What follows belongs to an exercise in optimizing a design on an open flow for small area; a production flow would make more cautious choices.
At most, simulation tests tie the RTL to the original design; equivalence was not proved.
No functional check of the RTL was part of runs 3 and 6.
In every run shown here, the design's own scripts or RTL, not TritonCTS, make the clock network.
No driver is modelled on the clock port, so clock power and skew are understated where the tree is cut down; a real chip needs a root buffer or a tree.
Power is estimated from default activity; no workload was simulated.

==> flow/design.v <==
module dianti_top(
	input		clk,
	input		rst,
	input		kin1,
	input		kin2,
	input		kin3,
	input		kin4,
	input		kin1_up,
	input		kin2_up,
	input		kin2_down,
	input		kin3_up,
	input		kin3_down,
	input		kin4_down,
	output	[7:0]	led,
	output	reg [3:0]	pos,
	output	[7:0]	seg
	);
	wire [9:0] kin = {kin4_down,kin3_down,kin3_up,kin2_down,kin2_up,kin1_up,kin4,kin3,kin2,kin1};
	reg [9:0] s1, s2;
	always @(posedge clk or posedge rst)
		if (rst) s1 <= 10'd0; else s1 <= kin;
	always @(posedge clk) s2 <= s1;	 
	wire p1 = s1[0]^s2[0], p2 = s1[1]^s2[1], p3 = s1[2]^s2[2], p4 = s1[3]^s2[3];
	wire p1u = s1[4]^s2[4], p2u = s1[5]^s2[5], p2d = s1[6]^s2[6], p3u = s1[7]^s2[7];
	wire p3d = s2[8], p4d = s2[9];
	localparam FL = 2'd0, OP = 2'd3, RD = 2'd1, MV = 2'd2;
	reg [1:0] f, k;
	reg d;
	reg r1, r1u, r2, r2u, r2d, r3, r3u, r3d, r4, r4d;
	wire [3:0] fo = 4'b1 << f;
	wire io = k == OP;
	wire kfl = k == FL;
	wire krd = k == RD;
	wire kmv = k == MV;
	always @(posedge clk or posedge rst)
		if (rst) {r1, r1u, r2, r2u, r2d, r3, r3u, r3d, r4, r4d} <= 10'd0;
		else begin
			r1  <= p1  | (r1  & ~(fo[0] & io));
			r1u <= p1u | (r1u & ~(fo[0] & krd));
			r2  <= p2  | (r2  & ~(fo[1] & io));
			r2u <= p2u | (r2u & ~(fo[1] & krd & d));
			r2d <= p2d | (r2d & ~(fo[1] & krd & ~d));
			r3  <= p3  | (r3  & ~(fo[2] & io));
			r3u <= p3u | (r3u & ~(fo[2] & krd & d));
			r3d <= p3d | (r3d & ~(fo[2] & krd & ~d));
			r4  <= p4  | (r4  & ~(fo[3] & io));
			r4d <= p4d | (r4d & ~(fo[3] & krd));
		end
	wire q1 = r1 | r1u, q2 = r2 | r2u | r2d, q3 = r3 | r3u | r3d, q4 = r4 | r4d;
	wire rf  = fo[0]&r1 | fo[1]&r2 | fo[2]&r3 | fo[3]&r4;
	wire rfu = fo[0]&r1u | fo[1]&r2u | fo[2]&r3u;
	wire rfd = fo[1]&r2d | fo[2]&r3d | fo[3]&r4d;
	wire ab = fo[0]&(q2|q3|q4) | fo[1]&(q3|q4) | fo[2]&q4;
	wire be = fo[1]&q1 | fo[2]&(q1|q2) | fo[3]&(q1|q2|q3);
	wire cu = rf | rfu, cd = rf | rfd;
	wire dop = fo[0] | (~fo[3] & d);
	reg [10:0] cnt;
	always @(posedge clk) cnt <= (io | kmv) ? {cnt[9:0], cnt[10] ^ cnt[1]} : 11'd174;
	wire openDone = &{cnt[10], ~cnt[9], cnt[8], ~cnt[7], ~cnt[5], ~cnt[4], cnt[3], ~cnt[1], cnt[0]};	 
	wire moveDone = &{cnt[9], cnt[7], cnt[3], cnt[2], cnt[0]};					 
	wire k1 = &{~cnt[10], ~cnt[9], ~cnt[7], cnt[6], cnt[4], cnt[2], ~cnt[1], cnt[0]};		 
	wire k952 = &{~cnt[8], cnt[7], cnt[6], cnt[5], cnt[3], ~cnt[2], ~cnt[1], cnt[0]};		 
	wire fc = cnt[10];	 
	reg g;
	always @(posedge clk) g <= ~io | k952 | (g & ~k1);
	wire doorOpen = ~g;
	reg [1:0] kn, fn_; reg dn_;
	always @(*) begin
		kn = k; dn_ = d; fn_ = f;
		case (k)
			FL: if (rf) begin kn = OP; dn_ = dop; end
				else if (d) begin
					if (rfu) begin kn = OP; dn_ = 1'b1; end else if (ab) begin kn = MV; dn_ = 1'b1; end
					else if (rfd) begin kn = OP; dn_ = 1'b0; end else if (be) begin kn = MV; dn_ = 1'b0; end
				end else begin
					if (rfd) begin kn = OP; dn_ = 1'b0; end else if (be) begin kn = MV; dn_ = 1'b0; end
					else if (rfu) begin kn = OP; dn_ = 1'b1; end else if (ab) begin kn = MV; dn_ = 1'b1; end
				end
			OP: if (openDone) kn = RD;
			RD: if (d) begin
					if (ab) kn = MV; else if (fo[2] & rfd) begin kn = OP; dn_ = 1'b0; end
					else if (be) begin kn = MV; dn_ = 1'b0; end else if (cu) kn = OP;
				end else begin
					if (be) kn = MV; else if (ab) begin kn = MV; dn_ = 1'b1; end else if (cd) kn = OP;
				end
			MV: if (moveDone) begin kn = FL; fn_ = d ? f + 2'd1 : f - 2'd1; end
		endcase
	end
	always @(posedge clk or posedge rst)
		if (rst) begin f <= 2'd0; k <= FL; end
		else begin f <= fn_; k <= kn; end
	always @(posedge clk) d <= dn_;
	reg [3:0] nib;
	always @(*)
		case ({f, k, d})
			5'd0: nib = 4'd1;
			5'd1: nib = 4'd1;
			5'd2: nib = 4'd12;
			5'd3: nib = 4'd12;
			5'd4: nib = 4'd2;
			5'd5: nib = 4'd2;
			5'd6: nib = 4'd11;
			5'd7: nib = 4'd11;
			5'd8: nib = 4'd0;
			5'd9: nib = 4'd0;
			5'd10: nib = 4'd4;
			5'd11: nib = 4'd14;
			5'd12: nib = 4'd10;
			5'd13: nib = 4'd6;
			5'd14: nib = 4'd3;
			5'd15: nib = 4'd15;
			5'd16: nib = 4'd9;
			5'd17: nib = 4'd9;
			5'd18: nib = 4'd5;
			5'd19: nib = 4'd13;
			5'd20: nib = 4'd11;
			5'd21: nib = 4'd1;
			5'd22: nib = 4'd7;
			5'd23: nib = 4'd8;
			5'd24: nib = 4'd12;
			5'd25: nib = 4'd12;
			5'd26: nib = 4'd0;
			5'd27: nib = 4'd0;
			5'd28: nib = 4'd15;
			5'd29: nib = 4'd15;
			5'd30: nib = 4'd2;
			5'd31: nib = 4'd2;
		endcase
	wire [1:0] fl = (kfl & fc) ? (d ? f - 2'd1 : f + 2'd1) : f;
	reg la, ledr;
	reg [1:0] lf;
	always @(posedge clk or posedge rst)
		if (rst) la <= 1'b0;
		else if (!la) la <= p1 | p1u | p2 | p2u | p2d | p3 | p3u | p3d | p4 | p4d;
		else if (lf == fl) la <= 1'b0;
	always @(posedge clk)
		if (!la) lf <= (p4 | p4d) ? 2'd3 : (p1 | p1u) ? 2'd0 : (p3 | p3u | p3d) ? 2'd2 : 2'd1;
	always @(posedge clk or posedge rst)
		if (rst) ledr <= 1'b0; else ledr <= la;
	assign led = {8{ledr}};
	wire sel0 = pos[3] | ~|pos[2:0];
	reg mu, md;
	always @(posedge clk) if (sel0) begin mu <= kmv & d; md <= kmv & ~d; end
	reg seen;
	always @(posedge clk or posedge rst)
		if (rst) seen <= 1'b0; else if (pos[1]) seen <= seen | io;
	wire [3:0] dn = ~seen ? 4'd1 : doorOpen ? 4'd13 : 4'd7;
	wire [3:0] rn = mu ? 4'd10 : md ? 4'd9 : 4'd8;
	reg [3:0] fn;
	always @(*)
		case (fl) 2'd0: fn = 4'd11; 2'd1: fn = 4'd12; 2'd2: fn = 4'd2; default: fn = 4'd0; endcase
	reg [3:0] dataP;
	always @(posedge clk or posedge rst)
		if (rst) begin pos <= 4'd0; dataP <= 4'd1; end
		else begin
			pos <= {pos[2:0], sel0};
			dataP <= sel0 ? dn : pos[0] ? nib : pos[1] ? rn : fn;
		end
	reg [6:0] sg;
	always @(*)
		case (dataP)
			4'd0: sg = 7'b1100110;
			4'd1: sg = 7'b0111111;
			4'd2: sg = 7'b1001111;
			4'd3: sg = 7'b0000111;
			4'd4: sg = 7'b1111111;
			4'd5: sg = 7'b0001000;
			4'd6: sg = 7'b1101111;
			4'd7: sg = 7'b0111001;
			4'd8: sg = 7'b1000000;
			4'd9: sg = 7'b1011110;
			4'd10: sg = 7'b0111110;
			4'd11: sg = 7'b0000110;
			4'd12: sg = 7'b1011011;
			4'd13: sg = 7'b1110011;
			4'd14: sg = 7'b1111101;
			4'd15: sg = 7'b1101101;
		endcase
	assign seg = {1'b0, sg};
endmodule
==> flow/flow/run.sh <==
#!/bin/bash
# Layout flow: the standard synthesis, then the combinational logic re-mapped
# for area by ABC (registers untouched), small port buffers, and a single-buffer
# clock tree. Every tool's output goes to a log_*.txt file in this folder.
set -euo pipefail
W=$PWD
R=$W/orfs/results/$FLOW_PLATFORM/dianti_top/base
LIB=$FLOW_HOME/platforms/sky130hd/lib/sky130_fd_sc_hd__tt_025C_1v80.lib
DONT_USE="-dont_use sky130_fd_sc_hd__lpflow_bleeder_1 -dont_use sky130_fd_sc_hd__lpflow_clkbufkapwr_1 -dont_use sky130_fd_sc_hd__lpflow_clkbufkapwr_16 -dont_use sky130_fd_sc_hd__lpflow_clkbufkapwr_2 -dont_use sky130_fd_sc_hd__lpflow_clkbufkapwr_4 -dont_use sky130_fd_sc_hd__lpflow_clkbufkapwr_8 -dont_use sky130_fd_sc_hd__lpflow_clkinvkapwr_1 -dont_use sky130_fd_sc_hd__lpflow_clkinvkapwr_16 -dont_use sky130_fd_sc_hd__lpflow_clkinvkapwr_2 -dont_use sky130_fd_sc_hd__lpflow_clkinvkapwr_4 -dont_use sky130_fd_sc_hd__lpflow_clkinvkapwr_8 -dont_use sky130_fd_sc_hd__lpflow_decapkapwr_12 -dont_use sky130_fd_sc_hd__lpflow_decapkapwr_3 -dont_use sky130_fd_sc_hd__lpflow_decapkapwr_4 -dont_use sky130_fd_sc_hd__lpflow_decapkapwr_6 -dont_use sky130_fd_sc_hd__lpflow_decapkapwr_8 -dont_use sky130_fd_sc_hd__lpflow_inputiso0n_1 -dont_use sky130_fd_sc_hd__lpflow_inputiso0p_1 -dont_use sky130_fd_sc_hd__lpflow_inputiso1n_1 -dont_use sky130_fd_sc_hd__lpflow_inputiso1p_1 -dont_use sky130_fd_sc_hd__lpflow_inputisolatch_1 -dont_use sky130_fd_sc_hd__lpflow_isobufsrc_1 -dont_use sky130_fd_sc_hd__lpflow_isobufsrc_16 -dont_use sky130_fd_sc_hd__lpflow_isobufsrc_2 -dont_use sky130_fd_sc_hd__lpflow_isobufsrc_4 -dont_use sky130_fd_sc_hd__lpflow_isobufsrc_8 -dont_use sky130_fd_sc_hd__lpflow_isobufsrckapwr_16 -dont_use sky130_fd_sc_hd__lpflow_lsbuf_lh_hl_isowell_tap_1 -dont_use sky130_fd_sc_hd__lpflow_lsbuf_lh_hl_isowell_tap_2 -dont_use sky130_fd_sc_hd__lpflow_lsbuf_lh_hl_isowell_tap_4 -dont_use sky130_fd_sc_hd__lpflow_lsbuf_lh_isowell_4 -dont_use sky130_fd_sc_hd__lpflow_lsbuf_lh_isowell_tap_1 -dont_use sky130_fd_sc_hd__lpflow_lsbuf_lh_isowell_tap_2 -dont_use sky130_fd_sc_hd__lpflow_lsbuf_lh_isowell_tap_4 -dont_use sky130_fd_sc_hd__probe_p_8 -dont_use sky130_fd_sc_hd__probec_p_8 "

cat >> config.mk <<'EOC'
export BUFFER_PORTS_ARGS = -buffer_cell sky130_fd_sc_hd__buf_1
EOC
[ -f flow/extra.mk ] && cat flow/extra.mk >> config.mk

bash standard.sh synth > log_synth.txt 2>&1
cp $R/1_2_yosys.v std_netlist.v

# re-map the combinational logic with several ABC scripts, keep the smallest that is
# equivalent to the standard netlist
python3 flow/gen_cellmap.py $LIB std_netlist.v cellmap.v > log_cellmap.txt 2>&1
best=""; best_area=""
for s in flow/abc_*.script; do
  n=$(basename $s .script)
  cat > reopt_$n.ys <<EOY
read_liberty -lib $LIB
read_verilog std_netlist.v
hierarchy -top $FLOW_TOP
techmap -map cellmap.v
techmap
opt -fast
abc -script $W/$s -liberty $LIB $DONT_USE -D 6000
opt_clean -purge
hilomap -singleton -hicell sky130_fd_sc_hd__conb_1 HI -locell sky130_fd_sc_hd__conb_1 LO
splitnets
opt_clean -purge
insbuf -buf sky130_fd_sc_hd__buf_4 A X
tee -o stat_$n.txt stat -liberty $LIB
write_verilog -noattr -nohex -nodec net_$n.v
EOY
  if ! timeout 600 yosys -s reopt_$n.ys > log_reopt_$n.txt 2>&1; then continue; fi
  # keep it only if it is equivalent to the standard netlist (flip-flops paired by name)
  if ! timeout 600 bash flow/eqcheck.sh $LIB $FLOW_TOP std_netlist.v net_$n.v log_equiv_$n.txt; then continue; fi
  a=$(grep "Chip area" stat_$n.txt | awk '{print $NF}')
  if [ -z "$best" ] || python3 -c "import sys; sys.exit(0 if $a < $best_area else 1)"; then best=$n; best_area=$a; fi
done
echo "best netlist: $best $best_area" > log_choice.txt
if [ -n "$best" ]; then
  cp net_$best.v $R/1_2_yosys.v
  rm -f $R/1_synth.odb
  bash standard.sh synth > log_synth_odb.txt 2>&1
fi

bash standard.sh place > log_place.txt 2>&1
# clock tree: four clkbuf_8 fed by the clock port, each driving a quarter of the registers
bash standard.sh run RUN_SCRIPT=$W/flow/cts.tcl RUN_LOG_NAME_STEM=4_1_cts_my > log_cts.txt 2>&1
bash standard.sh finish > log_layout.txt 2>&1
==> flow/flow/abc_ds2.script <==
&get -n
&st
&deepsyn -T 30 -S 2
&dch
&nf -a
&put
==> flow/flow/abc_ds3.script <==
&get -n
&st
&deepsyn -T 30 -S 3
&dch
&nf -a
&put
==> flow/flow/abc_mix1.script <==
&get -n
&st
&syn2
&dch
&nf -a
&st
&syn2
&dch
&nf -a
&st
&syn2
&dch
&nf -a
&st
&deepsyn -T 20
&dch
&nf -a
&put
==> flow/flow/abc_s3.script <==
strash
dch
amap
==> flow/flow/abc_s4.script <==
&get -n
&st
&syn2
&dch
&nf -a
&st
&syn2
&dch
&nf -a
&st
&dch
&nf -a
&put
==> flow/flow/abc_s9.script <==
&get -n
&st
&deepsyn -T 20
&dch
&nf -a
&put
==> flow/flow/cts.tcl <==
proc my_split_clock { clkname bufmaster nx ny } {
  set block [ord::get_db_block]
  set db [ord::get_db]
  set clknet [$block findNet $clkname]
  set master [$db findMaster $bufmaster]
  set sinks {}
  foreach it [$clknet getITerms] {
    set i [$it getInst]
    set loc [$i getLocation]
    lappend sinks [list $it [lindex $loc 0] [lindex $loc 1]]
  }
  set sinks [lsort -integer -index 1 $sinks]
  set n [llength $sinks]
  set groups {}
  for {set a 0} {$a < $nx} {incr a} {
    set lo [expr {$a * $n / $nx}]; set hi [expr {($a + 1) * $n / $nx - 1}]
    set col [lsort -integer -index 2 [lrange $sinks $lo $hi]]
    set m [llength $col]
    for {set b 0} {$b < $ny} {incr b} {
      set lo2 [expr {$b * $m / $ny}]; set hi2 [expr {($b + 1) * $m / $ny - 1}]
      lappend groups [lrange $col $lo2 $hi2]
    }
  }
  set k 0
  foreach g $groups {
    set inst [odb::dbInst_create $block $master clkbuf_leaf_$k]
    set net [odb::dbNet_create $block clk_leaf_$k]
    $net setSigType CLOCK
    set sx 0; set sy 0
    foreach s $g {
      set it [lindex $s 0]
      $it disconnect
      $it connect $net
      set sx [expr {$sx + [lindex $s 1]}]; set sy [expr {$sy + [lindex $s 2]}]
    }
    [$inst findITerm A] connect $clknet
    [$inst findITerm X] connect $net
    $inst setLocation [expr {$sx / [llength $g]}] [expr {$sy / [llength $g]}]
    $inst setPlacementStatus PLACED
    incr k
  }
}

utl::set_metrics_stage "cts__{}"
source $::env(SCRIPTS_DIR)/load.tcl
erase_non_stage_variables cts
load_design 3_place.odb 3_place.sdc

my_split_clock clk sky130_fd_sc_hd__clkbuf_8 2 2
set_propagated_clock [all_clocks]

estimate_parasitics -placement
set_placement_padding -global \
  -left $::env(CELL_PAD_IN_SITES_DETAIL_PLACEMENT) \
  -right $::env(CELL_PAD_IN_SITES_DETAIL_PLACEMENT)
detailed_placement
estimate_parasitics -placement
repair_timing_helper
detailed_placement
check_placement -verbose
report_clock_skew
report_worst_slack -min
report_worst_slack -max
report_metrics 4 "cts final"
orfs_write_db $::env(RESULTS_DIR)/4_1_cts.odb
orfs_write_sdc $::env(RESULTS_DIR)/4_cts.sdc
==> flow/flow/cutff.py <==
# Cut every flip-flop of a yosys-written gate netlist: each flip-flop's outputs become
# inputs of the module and its other inputs (not the clock) become outputs, named after
# the instance, so that two netlists with the same flip-flops can be compared as
# combinational logic.
import re, sys
src, dst = sys.argv[1], sys.argv[2]
txt = open(src).read()
inst_re = re.compile(r'\n(\s*)(sky130_fd_sc_hd__(?:df|edf|sdf)\w+)\s+(\\\S+\s|\S+)\s*\((.*?)\);', re.S)
newports, assigns = [], []
def clean(n):
    return re.sub(r'[^A-Za-z0-9_]', '_', n.strip().lstrip('\\'))
def repl(m):
    inst = clean(m.group(3))
    for pm in re.finditer(r'\.(\w+)\(([^()]*)\)', m.group(4)):
        pin, conn = pm.group(1), pm.group(2).strip()
        if pin in ('CLK', 'CLK_N') or conn == '': continue
        name = 'ff_%s__%s' % (inst, pin)
        if pin.startswith('Q'):
            newports.append(('input', name)); assigns.append('  assign %s = %s ;' % (conn, name))
        else:
            newports.append(('output', name)); assigns.append('  assign %s = %s ;' % (name, conn))
    return '\n'
body = inst_re.sub(repl, txt)
m = re.search(r'module\s+(\S+)\s*\((.*?)\);', body, re.S)
ports = m.group(2).rstrip()
ports = ports + (',\n' if ports.strip() else '') + ',\n'.join('  ' + n for _, n in newports)
body = body[:m.start()] + 'module %s(%s);\n' % (m.group(1), ports) + '\n'.join('  %s %s;' % (d, n) for d, n in newports) + '\n' + body[m.end():]
body = body.replace('endmodule', '\n'.join(assigns) + '\nendmodule', 1)
open(dst, 'w').write(body)
==> flow/flow/eqcheck.sh <==
#!/bin/bash
# usage: eqcheck.sh lib top std.v new.v [log] -> exit 0 when equivalent with flip-flops paired by name
set -e
LIB=$1; TOP=$2
D=$(mktemp -d eqXXXX)
python3 $(dirname $0)/cutff.py $3 $D/a.v
python3 $(dirname $0)/cutff.py $4 $D/b.v
cat > $D/eq.ys <<EOY
read_liberty -ignore_miss_func $LIB
read_verilog $D/a.v
rename $TOP gold
read_verilog $D/b.v
rename $TOP gate
select -assert-none gate/t:\$* gold/t:\$*
flatten gold gate
hierarchy -check
miter -equiv -flatten -make_assert gold gate miter
hierarchy -top miter
sat -verify -prove-asserts -show-ports miter
EOY
yosys -s $D/eq.ys > ${5:-$D/eq.log} 2>&1
==> flow/flow/gen_cellmap.py <==
# Generate Verilog behavioural models (for yosys techmap) of the combinational cells
# of the sky130hd liberty that a netlist uses.
import re, sys
lib, netlist, out = sys.argv[1], sys.argv[2], sys.argv[3]
used = set(re.findall(r'^\s*(sky130_fd_sc_hd__\w+)\s', open(netlist).read(), re.M))
txt = open(lib).read()
mods = []
for m in re.finditer(r'\n\s*cell\s*\(\s*"?(sky130_fd_sc_hd__\w+)"?\s*\)\s*\{', txt):
    name = m.group(1)
    if name not in used: continue
    # cell body: find matching brace
    i = m.end(); depth = 1
    while depth:
        c = txt[i]
        if c == '{': depth += 1
        elif c == '}': depth -= 1
        i += 1
    body = txt[m.end():i]
    if re.search(r'\b(ff|latch|statetable)\s*\(', body): continue
    pins = []
    for pm in re.finditer(r'\bpin\s*\(\s*"?(\w+)"?\s*\)\s*\{', body):
        j = pm.end(); d = 1
        while d:
            c = body[j]
            if c == '{': d += 1
            elif c == '}': d -= 1
            j += 1
        pb = body[pm.end():j]
        dirm = re.search(r'direction\s*:\s*"?(\w+)"?', pb)
        fm = re.search(r'function\s*:\s*"([^"]*)"', pb)
        pins.append((pm.group(1), dirm.group(1) if dirm else None, fm.group(1) if fm else None))
    ins = [p for p, d, f in pins if d == 'input']
    outs = [(p, f) for p, d, f in pins if d == 'output']
    if not outs or any(f is None for p, f in outs):
        print("skip", name, file=sys.stderr); continue
    def conv(f):
        f = f.replace('!', '~').replace('*', '&').replace('+', '|')
        f = re.sub(r'(\w)\s+(?=[\w(~])', r'\1 & ', f)
        f = re.sub(r'\)\s+(?=[\w(~])', ') & ', f)
        return f
    ports = ins + [p for p, f in outs]
    s = "module %s(%s);\n" % (name, ", ".join(ports))
    for p in ins: s += "  input %s;\n" % p
    for p, f in outs: s += "  output %s;\n  assign %s = %s;\n" % (p, p, conv(f))
    s += "endmodule\n"
    mods.append(s)
open(out, 'w').write("(* techmap_celltype = \"\" *)\n".join([]) + "".join(mods))
==> flow/standard.sh <==
#!/bin/bash
# synth_recipe.tcl (not shown) runs the flow's synth.tcl, then flattens the netlist and writes it again
# the make line also repeats each setting of config.mk as NAME=value (left out here)
make -C /OpenROAD-flow-scripts/flow DESIGN_CONFIG=/design/flow/config.mk WORK_HOME=/design/flow/orfs CLKGATE_MAP_FILE= SYNTH_SCRIPT=/design/flow/synth_recipe.tcl "${@:-finish}"
==> flow/config.mk <==
export PLATFORM = sky130hd
export DESIGN_NAME = dianti_top
export DESIGN_NICKNAME = dianti_top
export VERILOG_FILES = /design/flow/design.v
export SDC_FILE = /design/flow/constraint.sdc
export NUM_CORES = 4
export LEC_CHECK = 0
export CAP_MARGIN = 20
export CORE_MARGIN = 2
export CORE_UTILIZATION = 40
export SLEW_MARGIN = 20
export BUFFER_PORTS_ARGS = -buffer_cell sky130_fd_sc_hd__buf_1
==> flow/constraint.sdc <==
create_clock -name core_clock -period 6.0 [get_ports {clk}]
set_input_delay 1.2000 -clock core_clock [delete_from_list [all_inputs] [get_ports {clk}]]
set_output_delay 1.2000 -clock core_clock [all_outputs]
set_load 0.01 [all_outputs]
==> qor.txt, run 1 <==
Most frequent cells in the layout = nand2_1 (34), dfrtp_1 (34), buf_1 (30)
Final Skew = 0.00825 ns
Hold Path Class = reg -> reg
WP data required = 4.80 ns
Area delta synth->final = 7.99%
M1 GR Usage = 0.184
DRT iter0 DRCs = 86
Post-Synthesis Cells = 250
Post-route ant nets = 0
Nature of the critical path startpoint = flip-flop
Status = complete, no violations
Overall Global Routing Usage = 0.130
Minimum clock period = 2.73 ns
Grt met3 use = 0.0109
Worst path cell trace = clkinv_1, o21ai_0, nand2_1, a21oi_1, buf_1
Mapped cell area = 2550 um2
Final Hold Vio Count = 0
Leak pwr = 1.05 nW
DRC = 0
Yosys warnings = 1
Dpl hpwl = 3330 um
Placer congestion estimate = 0.877
Fill cells = 609
Slew margin rel. = 0.572
Worst Max-Slew Pin Slew = 0.642 ns
RSZ-0062 raised after global routing = false
Area of placed instances = 2700 um2
Total Neg Setup Slack = 0 ns
Critical Path Max Stage Delay = 0.42 ns
Fmax = 0.366 GHz
Worst-Skew Late Latency = 0.15 ns
Setup violators final = 0
Worst IR Drop VDD = 280 uV
Die Span Y = 83.9 um
Core Area = 6280 um2
Final nets = 290
CTS clk-pin slew, worst paths = 0.09 ns
Starting Density = 0.407
Vias/cell = 5.21
Final instance area = 2760 um2
Syn Nets = 262
Total grt overflow = 0
Number of max-cap violations = 0
Die area = 7040 um2
I/O Pins = 32
GR peak layer = met2
Pwr/cell area = 340 nW/um2
Via count = 1840
Hold Slack = 0.349 ns
Critical Path End Type = output port
Placement row count = 29
WL final = 4630 um
Fraction of layout cells with a size suffix above 1 = 0.0254
Width of the die = 83.9 um
CP max stage cell = dfrtp_1
Detailed-route wire length per cell = 13.1 um
Port Buffers = 30
Worst path arrival time = 1.53 ns
Crit Path Category = reg -> out
Number of global-route vias before repair = 1714
Max Slew Vio Count = 0
Final Cycle Share = 0.455
Diodes inserted = 0
Initial antenna violation count = 0
DR pass1 iterations = 4
Largest net degree at the start of global routing = 36
Crit Path Max Fanout = 5
First-pass GRT wire length = 7910 um
Routing usage on met2 = 0.224
Mapped Avg Cell Area = 10.2 um2
==> critical path: cells and delay by family (launching register included) <==
family | cells | cell delay [ns]
AOI/OAI and AO/OA | 2 | 0.55
DFF | 1 | 0.42
buffers and inverters | 2 | 0.28
and+or+nand+nor | 1 | 0.13
==> flip-flops by register name, indices dropped and copies added (netlist names), 2 cells and up <==
signal  flops
lf          2
s2         10
s1         10
dataP       4
cnt        11
pos         4
k           2
f           2
==> worst paths after layout <==
| kind | start | to | slack, ns | cells after the start |
|---|---|---|---|---|
| worst min register to register | s1[9] | s2[9] | 0.35 | 0 |
| worst max register to register | f[1] | d | 3.86 | 6 |
| min in group asynchronous | rst | pos[3] | 1.10 | 3 |
| worst max-delay path | dataP[3] | seg[4] | 3.27 | 5 |
| max in group asynchronous | rst | dataP[0] | 4.57 | 3 |
| worst min-delay path | s1[9] | s2[9] | 0.35 | 0 |
==> layer usage <==
layer  share of wire  wire, um
met3           0.048       223
met4           0.014        65
met2            0.47      2180
met5               0         0
met1            0.47      2170
==> per-stage QoR <==
| stage | setup slack (ns) | total power, mW | cells | utilization |
|---|---|---|---|---|
| floorplan | 3.66 | 0.732 | 250 | - |
| global placement | 3.55 | 0.788 | 349 | 0.431 |
| detailed placement | 3.49 | 0.788 | 349 | 0.431 |
| global route | 3.03 | 1.00 | 353 | 0.439 |
| finish | 3.27 | 0.937 | 353 | 0.439 |
==> report_power, final <==
group	leakage [nW]	total (mW)	internal, mW	switching, mW
sequential	0.606	0.564	0.491	0.0730
clock	0.0288	0.157	0.0615	0.0956
combinational	0.416	0.216	0.0953	0.121
==> layout make-up <==
type | count | area (um2) | area share
Buffer | 4 | 55.1 | 0.0200
Inverter | 8 | 30.0 | 0.0109
Multi-Input combinational cell | 171 | 988 | 0.358
Sequential cell | 62 | 1470 | 0.532
Tap cell | 77 | 96.3 | 0.0349
Timing Repair Buffer | 31 | 120 | 0.0436
==> run 2, diff against run 1 <==
--- a/flow/flow/run.sh
+++ b/flow/flow/run.sh
@@ -15,18 +15,26 @@
 
 bash standard.sh synth > log_synth.txt 2>&1
 cp $R/1_2_yosys.v std_netlist.v
+# a second starting point for the re-mapping: the same synthesis without half/full-adder
+# extraction (it uses half adders as plain AND gates here)
+bash standard.sh clean_synth > log_clean_synth.txt 2>&1
+if bash standard.sh synth ADDER_MAP_FILE= > log_synth_nofa.txt 2>&1; then
+  cp $R/1_2_yosys.v nofa_netlist.v
+fi
 
-# re-map the combinational logic with several ABC scripts, keep the smallest that is
-# equivalent to the standard netlist
-python3 flow/gen_cellmap.py $LIB std_netlist.v cellmap.v > log_cellmap.txt 2>&1
+# re-map the combinational logic with several ABC scripts from each starting point, keep
+# the smallest result that is equivalent to the standard netlist (flip-flops paired by name)
 best=""; best_area=""
-for s in flow/abc_*.script; do
-  n=$(basename $s .script)
-  cat > reopt_$n.ys <<EOY
+for src in std nofa; do
+  [ -f ${src}_netlist.v ] || continue
+  python3 flow/gen_cellmap.py $LIB ${src}_netlist.v cellmap_$src.v > log_cellmap_$src.txt 2>&1
+  for s in flow/abc_*.script; do
+    n=${src}_$(basename $s .script)
+    cat > reopt_$n.ys <<EOY
 read_liberty -lib $LIB
-read_verilog std_netlist.v
+read_verilog ${src}_netlist.v
 hierarchy -top $FLOW_TOP
-techmap -map cellmap.v
+techmap -map cellmap_$src.v
 techmap
 opt -fast
 abc -script $W/$s -liberty $LIB $DONT_USE -D 6000
@@ -38,18 +46,20 @@
 tee -o stat_$n.txt stat -liberty $LIB
 write_verilog -noattr -nohex -nodec net_$n.v
 EOY
-  if ! timeout 600 yosys -s reopt_$n.ys > log_reopt_$n.txt 2>&1; then continue; fi
-  # keep it only if it is equivalent to the standard netlist (flip-flops paired by name)
-  if ! timeout 600 bash flow/eqcheck.sh $LIB $FLOW_TOP std_netlist.v net_$n.v log_equiv_$n.txt; then continue; fi
-  a=$(grep "Chip area" stat_$n.txt | awk '{print $NF}')
-  if [ -z "$best" ] || python3 -c "import sys; sys.exit(0 if $a < $best_area else 1)"; then best=$n; best_area=$a; fi
+    if ! timeout 600 yosys -s reopt_$n.ys > log_reopt_$n.txt 2>&1; then continue; fi
+    if ! timeout 600 bash flow/eqcheck.sh $LIB $FLOW_TOP std_netlist.v net_$n.v log_equiv_$n.txt; then continue; fi
+    a=$(grep "Chip area" stat_$n.txt | awk '{print $NF}')
+    if [ -z "$best" ] || python3 -c "import sys; sys.exit(0 if $a < $best_area else 1)"; then best=$n; best_area=$a; fi
+  done
 done
 echo "best netlist: $best $best_area" > log_choice.txt
-if [ -n "$best" ]; then
-  cp net_$best.v $R/1_2_yosys.v
-  rm -f $R/1_synth.odb
-  bash standard.sh synth > log_synth_odb.txt 2>&1
+if [ -z "$best" ]; then
+  best=std_unchanged
+  cp std_netlist.v net_$best.v
 fi
+cp net_$best.v $R/1_2_yosys.v
+rm -f $R/1_synth.odb
+bash standard.sh synth > log_synth_odb.txt 2>&1
 
 bash standard.sh place > log_place.txt 2>&1
 # clock tree: four clkbuf_8 fed by the clock port, each driving a quarter of the registers
==> qor.txt, run 2 <==
Hold Path Class = reg -> reg
Hold path start = s1[8]
Worst path arrival time = 1.78 ns
Switching power = 0.119 mW
Critical Path Max Stage Delay = 0.58 ns
Crit Path Max Fanout = 6
GR peak layer = met2
Final Skew = 0.0119 ns
Total grt overflow = 0
Sw Share = 0.192
Mapped Avg Cell Area = 10.1 um2
Placer congestion estimate = 0.882
I/O Pins = 32
DRC = 0
Minimum clock period = 2.98 ns
Diodes inserted = 0
WP buf/inv = 1
Max reg flops = 11
Port Buffers = 30
Vias/cell = 5.19
End of the worst hold path = s2[8]
Leak pwr = 0.977 nW
Area delta synth->final = 7.99%
Initial antenna violation count = 0
Detailed-route wire length per cell = 12.9 um
Number of global-route vias before repair = 1674
Combinational power share = 0.040
Routing usage on met2 = 0.226
Die Span Y = 83.9 um
DP Cell Count = 352
Reg2Reg Setup Slack = 3.68 ns
R2R Path End = k[1]
Number of max-cap violations = 0
Cell internal pwr = 0.501 mW
Die area = 7040 um2
Worst path cell trace = nand2_1, mux2i_1, nand2_1, o21ai_0, nand3_1, a21oi_1, a21oi_1, buf_1
Worst IR Drop VDD = 192 uV
Grt met3 use = 0.00791
First-pass GRT wire length = 7910 um
Fmax = 0.336 GHz
Hold path depth = 0
Clock group share of total power = 0.257
Worst-Skew Late Latency = 0.15 ns
CP delay by family, top = flip-flops
Total Neg Setup Slack = 0 ns
Slew margin rel. = 0.659
Final nets = 293
Top reg by flops = cnt
Final Cycle Share = 0.496
Dpl ws = 3.27 ns
Worst Max-Slew Pin Slew = 0.511 ns
Largest net degree at the start of global routing = 36
CP max stage cell = dfstp_2
Hold Slack = 0.347 ns
Final cell count without fillers = 356
Post-Synthesis Cells = 253
Critical Path End Type = output port
Overall Global Routing Usage = 0.132
Crit Path Category = reg -> out
Most frequent cells in the layout = nand2_1 (35), dfrtp_1 (34), buf_1 (30)
Syn Nets = 265
RSZ-0062 raised after global routing = false
CTS clk-pin slew, worst paths = 0.10 ns
Via count = 1847
Status = complete, no violations
Fraction of layout cells with a size suffix above 1 = 0.0215
Max Slew Vio Count = 0
Dpl hpwl = 3400 um
Final Hold Vio Count = 0
DR pass1 iterations = 4
Starting Density = 0.407
Post-route ant nets = 0
Reg power frac = 0.703
DRT iter0 DRCs = 73
FF-to-FF path depth = 7
Top Registers = cnt x11, s1 x10, s2 x10
Most common cell after layout, fill and taps aside = nand2_1
Nature of the critical path startpoint = flip-flop
Placement row count = 29
Pwr/cell area = 225 nW/um2
Mapped cell area = 2550 um2
Width of the die = 83.9 um
Core Area = 6280 um2
Fin worst setup slack = 3.02 ns
M1 GR Usage = 0.186
WL final = 4590 um
Yosys warnings = 1
WP data required = 4.80 ns
Setup violators final = 0
Worst R2R Start = f[1]
-- run 2: changes by cell type in the layout (fill, tap and decap cells not counted), sizes merged, moves of 3 or more --
cell / previous run / this run
clkinv: 8 / 14
nor3: 6 / 11
nand2b: 9 / 5
nor2: 21 / 17
and3: 3 / 0
nor3b: 2 / 5
-- run 2: worst max-delay path by stage --
stage | to | slack, ns | cells after the start | from
after global placement | seg[3] | 3.36 | 8 | dataP[0]
after CTS | seg[3] | 3.05 | 8 | dataP[0]
final | seg[3] | 3.02 | 8 | dataP[0]
after global routing | seg[2] | 2.82 | 6 | dataP[0]
after floorplan | seg[3] | 3.31 | 6 | dataP[0]
after detailed placement | seg[3] | 3.27 | 8 | dataP[0]
-- run 2: area by class of cell --
cell class / count / area, um2
plain buffers: 4 / 55.1
fillers: 630 / 3520
inverters: 14 / 52.6
multi-input cells: 168 / 965
flip-flops and latches: 62 / 1470
well taps: 77 / 96.3
repair buffers: 31 / 120
-- run 2: stage by stage --
stage	area [um2]	power (mW)	utilization
global placement	2700	0.470	0.430
detailed placement	2700	0.470	0.430
floorplan	2550	0.462	-
finish	2760	0.620	0.439
global route	2760	0.648	0.439
-- run 2: per-layer routing --
metal  vias up  wire length [um]
li1        931                 -
met1       862              2190
met2        47              2150
met3         7               160
met4         0                87
met5         -                 0
-- run 2: power by group through the flow --
stage	clock network (mW)	logic (mW)	registers [mW]
after floorplan	0	0.0187	0.443
after global placement	0	0.0258	0.444
after detailed placement	0	0.0257	0.445
after CTS	0.167	0.0258	0.436
after global routing	0.182	0.0287	0.437
final	0.159	0.0250	0.436
==> run 3, diff against run 2 <==
--- a/flow/design.v
+++ b/flow/design.v
@@ -32,7 +32,7 @@
 	wire kfl = k == FL;
 	wire krd = k == RD;
 	wire kmv = k == MV;
-	always @(posedge clk or posedge rst)
+	always @(posedge clk)
 		if (rst) {r1, r1u, r2, r2u, r2d, r3, r3u, r3d, r4, r4d} <= 10'd0;
 		else begin
 			r1  <= p1  | (r1  & ~(fo[0] & io));
@@ -86,7 +86,7 @@
 			MV: if (moveDone) begin kn = FL; fn_ = d ? f + 2'd1 : f - 2'd1; end
 		endcase
 	end
-	always @(posedge clk or posedge rst)
+	always @(posedge clk)
 		if (rst) begin f <= 2'd0; k <= FL; end
 		else begin f <= fn_; k <= kn; end
 	always @(posedge clk) d <= dn_;
@@ -129,7 +129,7 @@
 	wire [1:0] fl = (kfl & fc) ? (d ? f - 2'd1 : f + 2'd1) : f;
 	reg la, ledr;
 	reg [1:0] lf;
-	always @(posedge clk or posedge rst)
+	always @(posedge clk)
 		if (rst) la <= 1'b0;
 		else if (!la) la <= p1 | p1u | p2 | p2u | p2d | p3 | p3u | p3d | p4 | p4d;
 		else if (lf == fl) la <= 1'b0;
@@ -142,7 +142,7 @@
 	reg mu, md;
 	always @(posedge clk) if (sel0) begin mu <= kmv & d; md <= kmv & ~d; end
 	reg seen;
-	always @(posedge clk or posedge rst)
+	always @(posedge clk)
 		if (rst) seen <= 1'b0; else if (pos[1]) seen <= seen | io;
 	wire [3:0] dn = ~seen ? 4'd1 : doorOpen ? 4'd13 : 4'd7;
 	wire [3:0] rn = mu ? 4'd10 : md ? 4'd9 : 4'd8;
==> qor.txt, run 3 <==
Top Registers = cnt x11, s1 x10, s2 x10
Total grt overflow = 0
Vias/cell = 5.47
Worst R2R Start = f[0]
Slew margin rel. = 0.388
CTS clk-pin slew, worst paths = 0.10 ns
DP Cell Count = 354
Dpl hpwl = 3660 um
Yosys warnings = 1
Max Slew Vio Count = 0
Hold path start = s1[9]
Total Neg Setup Slack = 0 ns
Nature of the critical path startpoint = flip-flop
WP data required = 6.05 ns
Syn Nets = 269
FF+latch area = 1390 um2
Number of global-route vias before repair = 1775
DRC = 0
I/O Pins = 32
Reg2Reg Setup Slack = 2.76 ns
Minimum clock period = 3.24 ns
Port Buffers = 30
Worst Max-Slew Pin Slew = 0.910 ns
Area delta synth->final = 7.97%
Sw Share = 0.234
Largest net degree at the start of global routing = 23
Via count = 1958
FF-to-FF path depth = 7
Critical Path End Type = flip-flop
End of the worst hold path = s2[9]
Reg power frac = 0.669
Hold path depth = 0
First-pass GRT wire length = 8250 um
Initial antenna violation count = 0
Fin worst setup slack = 2.76 ns
Hold Path Class = reg -> reg
Setup crit start = f[0]
Placement row count = 28
Status = complete, no violations
Setup violators final = 0
Final nets = 297
Die Span Y = 83.5 um
Final cell count without fillers = 358
Width of the die = 83.5 um
DR pass1 iterations = 4
Max reg flops = 11
Diodes inserted = 0
Post-Synthesis Cells = 257
Most common cell after layout, fill and taps aside = dfxtp_1
Final Skew = 0.00985 ns
Leak pwr = 1.01 nW
RSZ-0062 raised after global routing = false
Mapped Avg Cell Area = 9.84 um2
Mapped cell area = 2530 um2
Worst-Skew Late Latency = 0.15 ns
Most frequent cells in the layout = dfxtp_1 (38), buf_1 (30), nand2_1 (27)
Placer congestion estimate = 0.885
Dpl ws = 2.80 ns
DRT iter0 DRCs = 162
WL final = 4980 um
Worst IR Drop VDD = 196 uV
Switching power = 0.164 mW
Fraction of layout cells with a size suffix above 1 = 0.0212
Final Cycle Share = 0.539
Crit Path Category = reg -> reg
Worst path arrival time = 3.28 ns
Detailed-route wire length per cell = 13.9 um
Core Area = 6030 um2
R2R Path End = k[1]
Clock group share of total power = 0.225
Fmax = 0.309 GHz
Cell internal pwr = 0.539 mW
Post-route ant nets = 0
Fill cells = 587
Starting Density = 0.420
Top reg by flops = cnt
Number of max-cap violations = 0
Crit Path Max Fanout = 20
Die area = 6970 um2
Pwr/cell area = 258 nW/um2
Combinational power share = 0.106
Overall Global Routing Usage = 0.136
Final Hold Vio Count = 0
Area occupied by multi-input gates = 1040 um2
[run 3: cell count changes in the layout (fill, tap and decap cells not counted), moves of 4 or more]
cell | previous run | this run
dfxtp_1 | 22 | 38
o21ai_0 | 19 | 26
nor2b_1 | 2 | 7
nand2_1 | 35 | 27
dfrtp_1 | 34 | 18
nor3_1 | 11 | 7
a21oi_1 | 8 | 19
clkinv_1 | 14 | 10
[run 3: critical path: stages, from the launching register on]
cell and delay (ns):
dfxtp_1 0.73, mux4_2 0.60, a2111o_1 0.41, a21oi_1 0.21, o21ai_0 0.16, a41oi_1 0.30
mux2_1 0.37, a2111oi_0 0.33
[run 3: power by group through the flow]
stage	combinational, mW	clock (mW)	sequential, mW
after global routing	0.0843	0.180	0.474
after global placement	0.0736	0	0.479
after detailed placement	0.0745	0	0.480
after CTS	0.0748	0.166	0.470
after floorplan	0.0601	0	0.471
final	0.0744	0.158	0.470
[run 3: cell type report]
type	instances	area share
buffer	4	0.0202
inverter	10	0.0137
multi-input combinational	177	0.382
sequential	62	0.508
tap	75	0.0344
timing repair buffer	30	0.0412
[run 3: per-stage QoR]
step / utilization / total power [mW] / hold slack (ns) / cell area, um2
detailed placement: 0.444 / 0.554 / 0.330 / 2680
global placement: 0.444 / 0.552 / 0.326 / 2680
floorplan: - / 0.531 / 0.324 / 2530
finish: 0.453 / 0.703 / 0.347 / 2730
global route: 0.453 / 0.739 / 0.355 / 2730
[run 3: worst max path at each step]
stage	slack, ns	to
global route	2.52	k[1]
CTS	2.78	k[1]
detailed placement	2.80	k[1]
floorplan	3.13	k[1]
finish	2.76	k[1]
global placement	2.93	k[1]
[run 3: layer usage]
layer / routed length [um] / GRT usage
met5: 0 / 0
met3: 317 / 0.0148
met1: 2260 / 0.191
met4: 71 / 0.0205
met2: 2330 / 0.234
==> run 4, diff against run 3 <==
--- a/flow/design.v
+++ b/flow/design.v
@@ -86,7 +86,7 @@
 			MV: if (moveDone) begin kn = FL; fn_ = d ? f + 2'd1 : f - 2'd1; end
 		endcase
 	end
-	always @(posedge clk)
+	always @(posedge clk or posedge rst)
 		if (rst) begin f <= 2'd0; k <= FL; end
 		else begin f <= fn_; k <= kn; end
 	always @(posedge clk) d <= dn_;
@@ -129,7 +129,7 @@
 	wire [1:0] fl = (kfl & fc) ? (d ? f - 2'd1 : f + 2'd1) : f;
 	reg la, ledr;
 	reg [1:0] lf;
-	always @(posedge clk)
+	always @(posedge clk or posedge rst)
 		if (rst) la <= 1'b0;
 		else if (!la) la <= p1 | p1u | p2 | p2u | p2d | p3 | p3u | p3d | p4 | p4d;
 		else if (lf == fl) la <= 1'b0;
@@ -142,7 +142,7 @@
 	reg mu, md;
 	always @(posedge clk) if (sel0) begin mu <= kmv & d; md <= kmv & ~d; end
 	reg seen;
-	always @(posedge clk)
+	always @(posedge clk or posedge rst)
 		if (rst) seen <= 1'b0; else if (pos[1]) seen <= seen | io;
 	wire [3:0] dn = ~seen ? 4'd1 : doorOpen ? 4'd13 : 4'd7;
 	wire [3:0] rn = mu ? 4'd10 : md ? 4'd9 : 4'd8;
==> qor.txt, run 4 <==
Slew margin rel. = 0.407
R2R Path End = k[1]
Vias/cell = 5.19
Fin worst setup slack = 3.36 ns
WP buf/inv = 1
DP Cell Count = 357
Hold Slack = 0.349 ns
Critical Path End Type = output port
Die area = 6990 um2
I/O Pins = 32
Syn Nets = 273
Final Skew = 0.0106 ns
Top Registers = cnt x11, s1 x10, s2 x10
Crit Path Category = reg -> out
Worst path cell trace = nor2b_1, nand2_1, nor2_1, or2_0, a31oi_1, buf_1
Hold path start = s1[9]
WP data required = 4.80 ns
Placement row count = 28
WL final = 4660 um
Final cell count without fillers = 361
CP max stage cell = dfstp_2
Detailed-route wire length per cell = 12.9 um
DR pass1 iterations = 6
Max reg flops = 11
Nature of the critical path startpoint = flip-flop
Total grt overflow = 0
Mapped Avg Cell Area = 9.71 um2
Leak pwr = 1.06 nW
CTS clk-pin slew, worst paths = 0.09 ns
Final Util = 0.453
DRT iter0 DRCs = 126
Area occupied by multi-input gates = 1020 um2
Final Hold Vio Count = 0
Worst IR Drop VDD = 200 uV
Core Area = 6030 um2
FF-to-FF path depth = 7
Post-route ant nets = 0
Fmax = 0.379 GHz
Starting Density = 0.420
Final Cycle Share = 0.440
Number of global-route vias before repair = 1731
Area delta synth->final = 7.65%
Area of placed instances = 2670 um2
Crit Path Max Fanout = 5
Setup crit start = dataP[0]
First-pass GRT wire length = 7870 um
Final nets = 300
Final instance area = 2730 um2
Total Neg Setup Slack = 0 ns
Pwr/cell area = 392 nW/um2
Max Slew Vio Count = 0
Hold Path Class = reg -> reg
Tot Pwr = 1.07 mW
CP delay by family, top = flip-flops
Fill cells = 611
Mapped cell area = 2530 um2
Via count = 1873
Largest net degree at the start of global routing = 26
Worst R2R Start = f[1]
Minimum clock period = 2.64 ns
Critical Path Max Stage Delay = 0.56 ns
Setup violators final = 0
Top reg by flops = cnt
FF+latch area = 1420 um2
Status = complete, no violations
Number of max-cap violations = 0
Most frequent cells in the layout = dfxtp_1 (32), nand2_1 (30), buf_1 (30)
RSZ-0062 raised after global routing = false
Port Buffers = 30
Dpl hpwl = 3430 um
Worst-Skew Late Latency = 0.15 ns
Width of the die = 83.6 um
Dpl ws = 3.55 ns
Worst Max-Slew Pin Slew = 0.884 ns
DRC = 0
End of the worst hold path = s2[9]
Fraction of layout cells with a size suffix above 1 = 0.0175
Reg2Reg Setup Slack = 3.76 ns
Worst path arrival time = 1.44 ns
Yosys warnings = 1
Overall Global Routing Usage = 0.129
Diodes inserted = 0
Hold path depth = 0
Placer congestion estimate = 0.948
Initial antenna violation count = 0
Most common cell after layout, fill and taps aside = dfxtp_1
Post-Synthesis Cells = 261
Die Span Y = 83.6 um
-- run 4: changes by cell type in the layout (fill, tap and decap cells not counted), moves of 3 or more --
cell      delta
nor2_1      +14
o21ai_0     -13
dfrtp_1      +6
dfxtp_1      -6
nand4_1      -4
nor3_1       +4
o211ai_1     +4
clkinv_1     -3
nand2_1      +3
nand3_1      +3
nor2b_1      -3
xor2_1       +3
-- run 4: area by class of cell --
type | count | share of cell area
Inverter | 7 | 0.00963
Timing Repair Buffer | 30 | 0.0413
Tap cell | 75 | 0.0344
Buffer | 4 | 0.0202
Multi-Input combinational cell | 183 | 0.375
Sequential cell | 62 | 0.520
-- run 4: metal layers --
metal / wire, um / vias to the layer above / track usage
li1: - / 958 / -
met1: 2260 / 865 / 0.180
met2: 2090 / 44 / 0.224
met3: 231 / 6 / 0.0129
met4: 76 / 0 / 0.0176
met5: 0 / - / 0
-- run 4: worst max path at each step --
stage	endpoint	slack, ns	cells past startpoint
after floorplan	seg[0]	3.73	5
after global placement	seg[4]	3.60	6
after detailed placement	seg[4]	3.55	6
after CTS	seg[4]	3.37	6
after global routing	seg[4]	3.25	6
final	seg[4]	3.36	6
-- run 4: power by group --
part	switching, mW	total (mW)	internal (mW)
clock network	0.0989	0.161	0.0616
registers	0.0888	0.592	0.503
logic	0.184	0.317	0.133
total	0.372	1.07	0.698
==> run 5, diff against run 4 <==
--- a/flow/design.v
+++ b/flow/design.v
@@ -12,7 +12,7 @@
 	input		kin3_down,
 	input		kin4_down,
 	output	[7:0]	led,
-	output	reg [3:0]	pos,
+	output	[3:0]	pos,
 	output	[7:0]	seg
 	);
 	wire [9:0] kin = {kin4_down,kin3_down,kin3_up,kin2_down,kin2_up,kin1_up,kin4,kin3,kin2,kin1};
@@ -86,7 +86,7 @@
 			MV: if (moveDone) begin kn = FL; fn_ = d ? f + 2'd1 : f - 2'd1; end
 		endcase
 	end
-	always @(posedge clk or posedge rst)
+	always @(posedge clk)
 		if (rst) begin f <= 2'd0; k <= FL; end
 		else begin f <= fn_; k <= kn; end
 	always @(posedge clk) d <= dn_;
@@ -129,7 +129,7 @@
 	wire [1:0] fl = (kfl & fc) ? (d ? f - 2'd1 : f + 2'd1) : f;
 	reg la, ledr;
 	reg [1:0] lf;
-	always @(posedge clk or posedge rst)
+	always @(posedge clk)
 		if (rst) la <= 1'b0;
 		else if (!la) la <= p1 | p1u | p2 | p2u | p2d | p3 | p3u | p3d | p4 | p4d;
 		else if (lf == fl) la <= 1'b0;
@@ -138,12 +138,17 @@
 	always @(posedge clk or posedge rst)
 		if (rst) ledr <= 1'b0; else ledr <= la;
 	assign led = {8{ledr}};
-	wire sel0 = pos[3] | ~|pos[2:0];
+	reg [1:0] j; reg run;
+	always @(posedge clk or posedge rst)
+		if (rst) begin j <= 2'b00; run <= 1'b0; end
+		else begin j <= {j[0], ~j[1]}; run <= 1'b1; end
+	wire sel0 = j == 2'b00, sel1 = j == 2'b01, sel2 = j == 2'b11, sel3 = j == 2'b10;
+	assign pos = {sel0 & run, sel3, sel2, sel1};
 	reg mu, md;
 	always @(posedge clk) if (sel0) begin mu <= kmv & d; md <= kmv & ~d; end
 	reg seen;
-	always @(posedge clk or posedge rst)
-		if (rst) seen <= 1'b0; else if (pos[1]) seen <= seen | io;
+	always @(posedge clk)
+		if (rst) seen <= 1'b0; else if (sel2) seen <= seen | io;
 	wire [3:0] dn = ~seen ? 4'd1 : doorOpen ? 4'd13 : 4'd7;
 	wire [3:0] rn = mu ? 4'd10 : md ? 4'd9 : 4'd8;
 	reg [3:0] fn;
@@ -151,11 +156,8 @@
 		case (fl) 2'd0: fn = 4'd11; 2'd1: fn = 4'd12; 2'd2: fn = 4'd2; default: fn = 4'd0; endcase
 	reg [3:0] dataP;
 	always @(posedge clk or posedge rst)
-		if (rst) begin pos <= 4'd0; dataP <= 4'd1; end
-		else begin
-			pos <= {pos[2:0], sel0};
-			dataP <= sel0 ? dn : pos[0] ? nib : pos[1] ? rn : fn;
-		end
+		if (rst) dataP <= 4'd1;
+		else dataP <= sel0 ? dn : sel1 ? nib : sel2 ? rn : fn;
 	reg [6:0] sg;
 	always @(*)
 		case (dataP)
--- a/flow/flow/run.sh
+++ b/flow/flow/run.sh
@@ -48,7 +48,8 @@
 EOY
     if ! timeout 600 yosys -s reopt_$n.ys > log_reopt_$n.txt 2>&1; then continue; fi
     if ! timeout 600 bash flow/eqcheck.sh $LIB $FLOW_TOP std_netlist.v net_$n.v log_equiv_$n.txt; then continue; fi
-    a=$(grep "Chip area" stat_$n.txt | awk '{print $NF}')
+    # buf_4 cells only join nets for the netlist writer; the floorplan removes them
+    a=$(python3 -c "import re; t=open('stat_$n.txt').read(); a=float(re.search(r'Chip area[^:]*:\s*([0-9.]+)', t).group(1)); m=re.search(r'(\d+)\s+[0-9.]+\s+sky130_fd_sc_hd__buf_4\b', t); print(a - (int(m.group(1)) * 7.5072 if m else 0))")
     if [ -z "$best" ] || python3 -c "import sys; sys.exit(0 if $a < $best_area else 1)"; then best=$n; best_area=$a; fi
   done
 done
==> qor.txt, run 5 <==
Status = complete, no violations
Post-Synthesis Cells = 268
Width of the die = 83.4 um
Slew margin rel. = 0.428
Most frequent cells in the layout = dfxtp_1 (38), nor2_1 (35), buf_1 (30)
Die Span Y = 83.4 um
Initial antenna violation count = 0
Via count = 1892
Area delta synth->final = 7.09%
DR pass1 iterations = 4
Number of global-route vias before repair = 1776
Fmax = 0.356 GHz
Critical Path End Type = flip-flop
Post-route ant nets = 0
Leak pwr = 1.01 nW
WP data required = 6.02 ns
Largest net degree at the start of global routing = 28
Placement row count = 28
I/O Pins = 32
First-pass GRT wire length = 8220 um
Top reg by flops = cnt
Die area = 6960 um2
Worst path arrival time = 2.82 ns
Starting Density = 0.419
Final Hold Vio Count = 0
Final nets = 305
Setup violators final = 0
Max Slew Vio Count = 0
Final Cycle Share = 0.468
Area occupied by multi-input gates = 1040 um2
Overall Global Routing Usage = 0.135
Detailed-route wire length per cell = 12.8 um
Crit Path Max Fanout = 17
Max reg flops = 11
Yosys warnings = 1
DRC = 0
Mapped cell area = 2520 um2
DRT iter0 DRCs = 96
DP Cell Count = 362
Total grt overflow = 0
Fill cells = 605
Placer congestion estimate = 0.860
Final Skew = 0.00889 ns
RSZ-0062 raised after global routing = false
Worst IR Drop VDD = 212 uV
Fraction of layout cells with a size suffix above 1 = 0.0172
Area of placed instances = 2650 um2
WL final = 4700 um
Hold Path Class = reg -> reg
Top Registers = cnt x11, s1 x10, s2 x10
Crit Path Category = reg -> reg
Vias/cell = 5.17
Total Neg Setup Slack = 0 ns
Number of max-cap violations = 0
Tot Pwr = 0.681 mW
Dpl hpwl = 3420 um
Diodes inserted = 0
Nature of the critical path startpoint = flip-flop
Final cell count without fillers = 366
Core Area = 6030 um2
Mapped Avg Cell Area = 9.42 um2
Minimum clock period = 2.81 ns
Worst-Skew Late Latency = 0.15 ns
Syn Nets = 280
CTS clk-pin slew, worst paths = 0.09 ns
Most common cell after layout, fill and taps aside = dfxtp_1
Worst Max-Slew Pin Slew = 0.857 ns
Pwr/cell area = 252 nW/um2
Final instance area = 2700 um2
FF+latch area = 1360 um2
Port Buffers = 30
[run 5: power breakdown]
| part | total, mW | internal, mW | switching (mW) |
|---|---|---|---|
| clock | 0.156 | 0.0615 | 0.0946 |
| combinational | 0.0663 | 0.0284 | 0.0379 |
| sequential | 0.458 | 0.436 | 0.0222 |
| total | 0.681 | 0.526 | 0.155 |
[run 5: final timing paths]
check | from | endpoint | slack, ns | depth (start not counted)
max | f[1] | k[1] | 3.19 | 7
min | s1[9] | s2[9] | 0.35 | 0
max reg2reg | f[1] | k[1] | 3.19 | 7
min reg2reg | s1[9] | s2[9] | 0.35 | 0
max in group asynchronous | rst | dataP[0] | 4.26 | 2
min in group asynchronous | rst | s1[7] | 1.38 | 2
[run 5: per-stage QoR]
stage	hold slack [ns]	setup slack, ns	util
2_1_floorplan	0.324	3.65	-
3_3_place_gp	0.327	3.02	0.439
3_5_place_dp	0.327	2.96	0.439
5_1_grt	0.357	2.82	0.449
6_report	0.348	3.19	0.449
[run 5: critical path, cell delays in order, from the launching register on]
cell and delay (ns):
dfxtp_1 0.66, nor2_1 0.14, a22o_1 0.27, a211oi_1 0.32
o21ai_0 0.13, a32oi_1 0.31, mux2_1 0.38, a2111oi_0 0.46
[run 5: layout make-up]
class,instances,area share
plain buffers,4,0.0204
inverters,11,0.0153
multi-input cells,185,0.384
flip-flops and latches,61,0.504
well taps,75,0.0347
repair buffers,30,0.0417
[run 5: routing by layer]
layer,track usage,part of all wire,routed length [um],vias to the layer above
li1,-,-,-,970
met2,0.220,0.45,2100,42
met4,0.0279,0.026,123,0
met5,0,0,0,-
met1,0.198,0.49,2310,872
met3,0.0109,0.035,164,8
==> run 6, diff against run 5 <==
--- a/flow/design.v
+++ b/flow/design.v
@@ -95,16 +95,16 @@
 		case ({f, k, d})
 			5'd0: nib = 4'd1;
 			5'd1: nib = 4'd1;
-			5'd2: nib = 4'd12;
-			5'd3: nib = 4'd12;
+			5'd2: nib = 4'd8;
+			5'd3: nib = 4'd8;
 			5'd4: nib = 4'd2;
 			5'd5: nib = 4'd2;
 			5'd6: nib = 4'd11;
 			5'd7: nib = 4'd11;
-			5'd8: nib = 4'd0;
-			5'd9: nib = 4'd0;
-			5'd10: nib = 4'd4;
-			5'd11: nib = 4'd14;
+			5'd8: nib = 4'd4;
+			5'd9: nib = 4'd4;
+			5'd10: nib = 4'd0;
+			5'd11: nib = 4'd13;
 			5'd12: nib = 4'd10;
 			5'd13: nib = 4'd6;
 			5'd14: nib = 4'd3;
@@ -112,15 +112,15 @@
 			5'd16: nib = 4'd9;
 			5'd17: nib = 4'd9;
 			5'd18: nib = 4'd5;
-			5'd19: nib = 4'd13;
+			5'd19: nib = 4'd14;
 			5'd20: nib = 4'd11;
 			5'd21: nib = 4'd1;
 			5'd22: nib = 4'd7;
-			5'd23: nib = 4'd8;
-			5'd24: nib = 4'd12;
-			5'd25: nib = 4'd12;
-			5'd26: nib = 4'd0;
-			5'd27: nib = 4'd0;
+			5'd23: nib = 4'd12;
+			5'd24: nib = 4'd8;
+			5'd25: nib = 4'd8;
+			5'd26: nib = 4'd4;
+			5'd27: nib = 4'd4;
 			5'd28: nib = 4'd15;
 			5'd29: nib = 4'd15;
 			5'd30: nib = 4'd2;
@@ -149,11 +149,11 @@
 	reg seen;
 	always @(posedge clk)
 		if (rst) seen <= 1'b0; else if (sel2) seen <= seen | io;
-	wire [3:0] dn = ~seen ? 4'd1 : doorOpen ? 4'd13 : 4'd7;
-	wire [3:0] rn = mu ? 4'd10 : md ? 4'd9 : 4'd8;
+	wire [3:0] dn = ~seen ? 4'd1 : doorOpen ? 4'd14 : 4'd7;
+	wire [3:0] rn = mu ? 4'd10 : md ? 4'd9 : 4'd12;
 	reg [3:0] fn;
 	always @(*)
-		case (fl) 2'd0: fn = 4'd11; 2'd1: fn = 4'd12; 2'd2: fn = 4'd2; default: fn = 4'd0; endcase
+		case (fl) 2'd0: fn = 4'd11; 2'd1: fn = 4'd8; 2'd2: fn = 4'd2; default: fn = 4'd4; endcase
 	reg [3:0] dataP;
 	always @(posedge clk or posedge rst)
 		if (rst) dataP <= 4'd1;
@@ -161,21 +161,21 @@
 	reg [6:0] sg;
 	always @(*)
 		case (dataP)
-			4'd0: sg = 7'b1100110;
+			4'd0: sg = 7'b1111111;
 			4'd1: sg = 7'b0111111;
 			4'd2: sg = 7'b1001111;
 			4'd3: sg = 7'b0000111;
-			4'd4: sg = 7'b1111111;
+			4'd4: sg = 7'b1100110;
 			4'd5: sg = 7'b0001000;
 			4'd6: sg = 7'b1101111;
 			4'd7: sg = 7'b0111001;
-			4'd8: sg = 7'b1000000;
+			4'd8: sg = 7'b1011011;
 			4'd9: sg = 7'b1011110;
 			4'd10: sg = 7'b0111110;
 			4'd11: sg = 7'b0000110;
-			4'd12: sg = 7'b1011011;
-			4'd13: sg = 7'b1110011;
-			4'd14: sg = 7'b1111101;
+			4'd12: sg = 7'b1000000;
+			4'd13: sg = 7'b1111101;
+			4'd14: sg = 7'b1110011;
 			4'd15: sg = 7'b1101101;
 		endcase
 	assign seg = {1'b0, sg};
==> qor.txt, run 6 <==
Final Cycle Share = 0.465
Post-Synthesis Cells = 262
Tot Pwr = 0.674 mW
Worst path arrival time = 2.80 ns
Initial antenna violation count = 0
Die Span Y = 83.5 um
Crit Path Max Fanout = 21
Pwr/cell area = 249 nW/um2
WP data required = 6.01 ns
Final Util = 0.449
Placement row count = 28
Top reg by flops = cnt
Nature of the critical path startpoint = input port
First-pass GRT wire length = 8310 um
Mapped Avg Cell Area = 9.64 um2
Final Hold Vio Count = 0
Most common cell after layout, fill and taps aside = dfxtp_1
WL final = 4880 um
Port Buffers = 30
Total grt overflow = 0
I/O Pins = 32
Number of global-route vias before repair = 1782
Area delta synth->final = 7.09%
Width of the die = 83.5 um
Vias/cell = 5.23
CTS clk-pin slew, worst paths = 0.10 ns
Largest net degree at the start of global routing = 22
Mapped cell area = 2520 um2
Combinational power share = 0.093
Max Slew Vio Count = 0
Overall Global Routing Usage = 0.137
Status = complete, no violations
Final cell count without fillers = 360
Max reg flops = 11
Diodes inserted = 0
Critical Path End Type = flip-flop
Placer congestion estimate = 0.839
Crit Path Category = in -> reg
Yosys warnings = 1
Number of max-cap violations = 0
Syn Nets = 274
Cell internal pwr = 0.524 mW
Setup violators final = 0
DP Cell Count = 356
Final Skew = 0.0111 ns
Top Registers = cnt x11, s1 x10, s2 x10
Hold Slack = 0.348 ns
Most frequent cells in the layout = dfxtp_1 (38), nor2_1 (31), buf_1 (30)
Dpl hpwl = 3520 um
RSZ-0062 raised after global routing = false
Slew margin rel. = 0.487
Switching power = 0.150 mW
Sw Share = 0.223
Minimum clock period = 2.79 ns
DRT iter0 DRCs = 68
Core Area = 6030 um2
DRC = 0
DR pass1 iterations = 4
Worst Max-Slew Pin Slew = 0.767 ns
Fraction of layout cells with a size suffix above 1 = 0.0211
Final nets = 299
Detailed-route wire length per cell = 13.5 um
Post-route ant nets = 0
Total Neg Setup Slack = 0 ns
Clock group share of total power = 0.230
Worst IR Drop VDD = 199 uV
Worst-Skew Late Latency = 0.15 ns
Leak pwr = 1.00 nW
Fmax = 0.358 GHz
Hold Path Class = reg -> reg
Starting Density = 0.419
Via count = 1883
Reg power frac = 0.677
Die area = 6960 um2
## run 6: critical path, cell delays in order
cell and delay, ns:
buf_1 0.48, clkinv_1 0.79, o21ai_0 0.26, a21oi_1 0.07
## run 6: worst paths after layout
path	startpoint	end	slack [ns]	depth (start not counted)
max	rst	f[1]	3.21	4
min	s1[9]	s2[9]	0.35	0
max reg2reg	f[1]	k[1]	3.67	6
min reg2reg	s1[9]	s2[9]	0.35	0
max in group asynchronous	rst	dataP[0]	4.27	2
min in group asynchronous	rst	ledr	1.37	2
## run 6: through the flow
stage                     area (um2)  setup slack [ns]
after floorplan                 2520              3.68
after detailed placement        2650              2.94
after global placement          2650              3.01
after global routing            2700              2.84
final                           2700              3.21
## run 6: area by class of cell
class                           instances  area [um2]
Tap cell                               75        93.8
Multi-Input combinational cell        181        1050
Sequential cell                        61        1360
Inverter                                9        33.8
Buffer                                  4        55.1
Fill cell                             602        3320
Timing Repair Buffer                   30         113
## run 6: routing by layer
| layer | track usage | share of wire | vias to the layer above | wire [um] |
|---|---|---|---|---|
| li1 | - | - | 961 | - |
| met1 | 0.189 | 0.47 | 861 | 2290 |
| met2 | 0.240 | 0.47 | 51 | 2290 |
| met3 | 0.00890 | 0.037 | 10 | 179 |
| met4 | 0.0279 | 0.025 | 0 | 121 |
| met5 | 0 | 0 | - | 0 |
## run 6: power by group through the flow
stage | combinational, mW | clock, mW | sequential (mW)
detailed placement | 0.0630 | 0 | 0.466
floorplan | 0.0514 | 0 | 0.460
global placement | 0.0626 | 0 | 0.465
CTS | 0.0632 | 0.163 | 0.457
global route | 0.0720 | 0.172 | 0.461
finish | 0.0627 | 0.155 | 0.457

what the ideal ports hide:
The flow's constraints put no driver on any port. The routed layouts listed below were extracted and timed again, unchanged, in two steps. Step 1 assumes that a clkbuf_16 drives the clock port and a buf_2 every other input. Step 2 also shifts input and output timing later by t, the mid clock arrival at the registers, as if the neighbouring blocks saw the same clock. Three values: ideal, step 1, step 2; two values: the first two.
| run | t (ns) | setup slack, ns | latest minus earliest clock arrival (ns) | pins driven straight from the clock port |
|---|---|---|---|---|
| run 1 | 0.201 | 3.268 / 3.214 / 3.415 | 0.009 / 0.009 | 4 |
| run 2 | 0.203 | 3.022 / 2.966 / 3.169 | 0.013 / 0.012 | 4 |
| run 3 | 0.207 | 2.765 / 2.765 / 2.765 | 0.011 / 0.011 | 4 |
| run 4 | 0.205 | 3.361 / 3.305 / 3.510 | 0.010 / 0.010 | 4 |
| run 5 | 0.204 | 3.195 / 3.195 / 3.043 | 0.009 / 0.009 | 4 |
| run 6 | 0.204 | 3.210 / 3.238 / 3.034 | 0.011 / 0.012 | 4 |
After both steps every run listed still meets setup and hold. For run 6, which loses most, drivers alone change the setup slack by +0.028 ns; drivers and shift together by -0.176 ns.
